From an optimization exercise on the open Yosys and OpenROAD flow, aimed at small area, a short achievable clock period and few clock cycles; shortcuts taken in it are not production practice.
The RTL was checked by simulation tests, not by an equivalence proof against the original design.
No driver is modelled on the clock port, so clocking that relies on it looks cheaper here than on a real chip.

==> job 6821: inputs <==
Design mips, start of the top module:
module mips(
	input wire clk,
	input wire rst,
	output wire [31:0] INST_ADDR,
	input wire [31:0] INST_DATA,
	output wire [31:0] DMEM_ADDR,
	output wire DMEM_WE,
	output wire [31:0] DMEM_WDATA,
	input wire [31:0] DMEM_RDATA
	);
==> flow/config.mk <==
export PLATFORM = sky130hd
export DESIGN_NAME = mips
export DESIGN_NICKNAME = mips
export VERILOG_FILES = /design/flow/design.v
export SDC_FILE = /design/flow/constraint.sdc
export NUM_CORES = 8
export LEC_CHECK = 0
export CAP_MARGIN = 20
export CORE_MARGIN = 2
export CORE_UTILIZATION = 40
export SLEW_MARGIN = 20
export SYNTH_HIERARCHICAL = 1
export SYNTH_MINIMUM_KEEP_SIZE = 0
==> flow/constraint.sdc <==
create_clock -name core_clock -period 10.0 [get_ports {clk}]
set_input_delay 2.0000 -clock core_clock [delete_from_list [all_inputs] [get_ports {clk}]]
set_output_delay 2.0000 -clock core_clock [all_outputs]
set_load 0.01 [all_outputs]
standard.sh (not shown) runs the stock make flow with config.mk's settings and CLKGATE_MAP_FILE= SYNTH_SCRIPT=/design/flow/synth_recipe.tcl, a recipe that flattens the netlist after the stock synthesis.
==> flow/flow/run.sh <==
#!/bin/bash
set -euo pipefail
MARGIN=6.5
bash standard.sh synth > synth.log 2>&1
SYNTH_ODB=orfs/results/sky130hd/mips/base/1_synth.odb openroad -no_init -exit flow/downsize.tcl > downsize.log 2>&1
export RC_SCALE=1.4
H=$PWD/flow/rcscale.tcl
bash standard.sh SETUP_SLACK_MARGIN=$MARGIN "CTS_ARGS=-sink_clustering_enable -repair_clock_nets -dont_use_dummy_load -buf_list sky130_fd_sc_hd__clkbuf_8 -sink_clustering_size 20" \
  PRE_FLOORPLAN_TCL=$H PRE_GLOBAL_PLACE_TCL=$H PRE_RESIZE_TCL=$H PRE_CTS_TCL=$H PRE_GLOBAL_ROUTE_TCL=$H \
  finish > layout.log 2>&1
==> flow/flow/downsize.tcl <==
# Set every combinational cell that synthesis mapped to a larger drive
# strength back to its smallest variant; the timing repair later in the flow
# sizes up the cells that need it.
set odb $::env(SYNTH_ODB)
read_db $odb
set db [ord::get_db]
set n 0
foreach inst [[ord::get_db_block] getInsts] {
  set m [$inst getMaster]
  set name [$m getName]
  if {[regexp {^sky130_fd_sc_hd__(df|edf|sdf|dl|sdl|conb|tap|fill|decap|diode)} $name]} { continue }
  if {[regexp {^(sky130_fd_sc_hd__[a-z0-9]+)_([0-9]+)$} $name -> base size] && $size > 1} {
    foreach s {1 0} {
      set nm [$db findMaster ${base}_$s]
      if {$nm ne "NULL" && $nm ne ""} {
        $inst swapMaster $nm
        incr n
        break
      }
    }
  }
}
puts "downsized $n cells"
write_db $odb
==> flow/flow/rcscale.tcl <==
set k $::env(RC_SCALE)
foreach {layer c r} {
  li1  1.499e-04   7.176e-02
  met1 1.72375e-04 8.929e-04
  met2 1.36233e-04 8.929e-04
  met3 2.14962e-04 1.567e-04
  met4 1.48128e-04 1.567e-04
  met5 1.54087e-04 1.781e-05
} {
  set_layer_rc -layer $layer -capacitance [expr {$c * $k}] -resistance [expr {$r * $k}]
}
set_wire_rc -signal -layer met1
set_wire_rc -clock -layer met3
==> inputs of job 996, as changes to job 6821 <==
--- a/flow/design.v
+++ b/flow/design.v
@@ -804,24 +804,23 @@
 	reg         h_b, h_br, h_m, h_mr;
 	reg         e_sub;                   
 	reg         s_m, s_a, s_c;
 	reg         r_add, r_slt, r_and, r_or, r_xor, r_nor, r_srl, r_sll, r_b;
 	reg         e_sra;
 	reg  [4:0]  e_sa;
-	reg  [31:0] e_a, e_b;
-	reg  [31:0] e_x;
+	reg  [31:0] e_a, e_b, e_imm, e_alt;
 	reg         m_we, m_ld;
 	reg  [4:0]  m_rd;
 	reg  [31:0] m_res, m_wd;
 	reg  [31:0] rf [1:31];
 	reg  [31:1] rf_v;
 	wire [31:0] fa = {{16{e_fa_hi}}, {16{e_fa_lo}}};
 	wire [31:0] a = (fa & m_res) | (~fa & e_a);
 	wire [31:0] bx = ({32{x_b}} & e_b) | ({32{x_bn}} & ~e_b)
 	               | ({32{x_m}} & m_res) | ({32{x_mn}} & ~m_res)
-	               | ({32{x_i}} & e_x) | ({32{x_in}} & ~e_x);
+	               | ({32{x_i}} & e_imm) | ({32{x_in}} & ~e_imm);
 	wire [4:0]  sa = ({5{s_m}} & m_res[4:0]) | ({5{s_a}} & e_a[4:0]) | ({5{s_c}} & e_sa);
 	wire [31:0] sum, p, g;
 	ks_add32 add(.a(a), .b(bx), .cin(e_sub), .s(sum), .p(p), .g0(g));
 	wire [31:0] pg = p | g;                           
 	function automatic [31:0] rev32(input [31:0] x);
 		integer k;
@@ -846,13 +845,13 @@
 	end endgenerate
 	wire eq = (c_ab & (e_a == e_b)) | (c_mb & (m_res == e_b))
 	        | (c_am & (e_a == m_res)) | c_mm;
 	wire mis_br = e_br & (eq ^ e_bx);
 	wire mis_jr = (j_a & (e_a != pc)) | (j_m & (m_res != pc));
 	wire mis    = mis_br | mis_jr;
-	wire [31:0] redirect = e_jr ? a : e_x;
+	wire [31:0] redirect = e_jr ? a : e_alt;
 	wire [31:0] m_val = m_ld ? DMEM_RDATA : m_res;
 	wire m_w = (m_rd != 5'd0);
 	assign DMEM_ADDR  = m_res;
 	assign DMEM_WE    = m_we;
 	assign DMEM_WDATA = m_wd;
 	wire [31:0] ins = INST_DATA;
@@ -1045,13 +1044,14 @@
 		r_srl <= f_srl;
 		r_sll <= f_sll;
 		e_sra <= f_sra;
 		r_b   <= f_b;
 		e_a   <= rs_val;
 		e_b   <= rt_val;
-		e_x   <= is_br ? (pred_t ? pc4 : btgt) : immv;
+		e_imm <= immv;
+		e_alt <= pred_t ? pc4 : btgt;
 		m_res <= alu;
 		m_wd  <= e_fb ? m_res : e_b;
 	end
 	always @(posedge clk or posedge rst) begin
 		if (rst) rf_v <= 31'b0;
 		else if (m_w) rf_v[m_rd] <= 1'b1;
==> flow/flow/run.sh (replaced) <==
#!/bin/bash
set -euo pipefail
MARGIN=6.5
bash standard.sh synth > synth.log 2>&1
SYNTH_ODB=orfs/results/sky130hd/mips/base/1_synth.odb openroad -no_init -exit flow/downsize.tcl > downsize.log 2>&1
bash standard.sh SETUP_SLACK_MARGIN=$MARGIN MATCH_CELL_FOOTPRINT=0 "CTS_ARGS=-sink_clustering_enable -repair_clock_nets -dont_use_dummy_load -buf_list sky130_fd_sc_hd__clkbuf_8 -sink_clustering_size 20" finish > layout.log 2>&1
removed: flow/flow/rcscale.tcl
==> out/metrics.cfg <==
[status]
status=finished clean

[cells_and_area]
seq_area_mm2=0.0275
seq-cell-share_pct=37.1

[place]
dp_slack_ps=4210

[clock_tree]
cts-resized-gates=739

[floorplanning]
fp.dieW_um=402

[power]
p_switching_mw=4.67

[setup_path]
cp_cell_sequence=mux2i_1 -> nand3_1 -> ha_1 -> a21oi_2 -> o21ai_1 -> a21oi_1 -> o21ai_1 -> a21oi_2 -> xnor2_1 -> a22oi_1 -> nand3_1 -> a221o_1 -> a21o_1

# the run above: job 996

==> out/metrics.cfg <==
[status]
status=finished clean

[cells_and_area]
seq-cell-share_pct=34.9
seq_area_mm2=0.0269
final-clk-cell-share_pct=5.04

[setup_path]
cp_cell_sequence=buf_6

[place]
dp_slack_ps=4360

[clock_tree]
cts-resized-gates=1020

[floorplanning]
fp.dieW_um=400

# the run above: job 6821

Testbench counts of job 6821, summed over its fixed seeds: cycles 75,343.
Testbench counts of job 996, summed over its fixed seeds: cycles 75,343.

what the ideal ports hide:
The flow's constraints put no driver on any port. The routed layouts listed below were extracted and timed again, unchanged, in two steps.
Step 1 sets driving cells, clkbuf_16 on the clock port and buf_2 on the other inputs (assumed; they add their load-dependent delay and slew).
Step 2 times the ports against the registers' clock, not the clock port: input delays grow and output delays shrink by t, the midpoint of the rising clock arrivals with the driver on.
a / b / c = no drivers / after step 1 / after step 2; a / b = the first two.
run	t (ns)	setup slack, ns	hold slack, ns
job 6821	1.058	6.358 / 6.277 / 5.343	0.377 / 0.377 / 0.377
job 996	1.009	6.353 / 6.318 / 5.382	0.348 / 0.348 / 0.348
After both steps every run listed still meets setup and hold. The setup slack of job 6821, which loses most, moves by -0.081 ns with the drivers and by -1.015 ns with both steps.
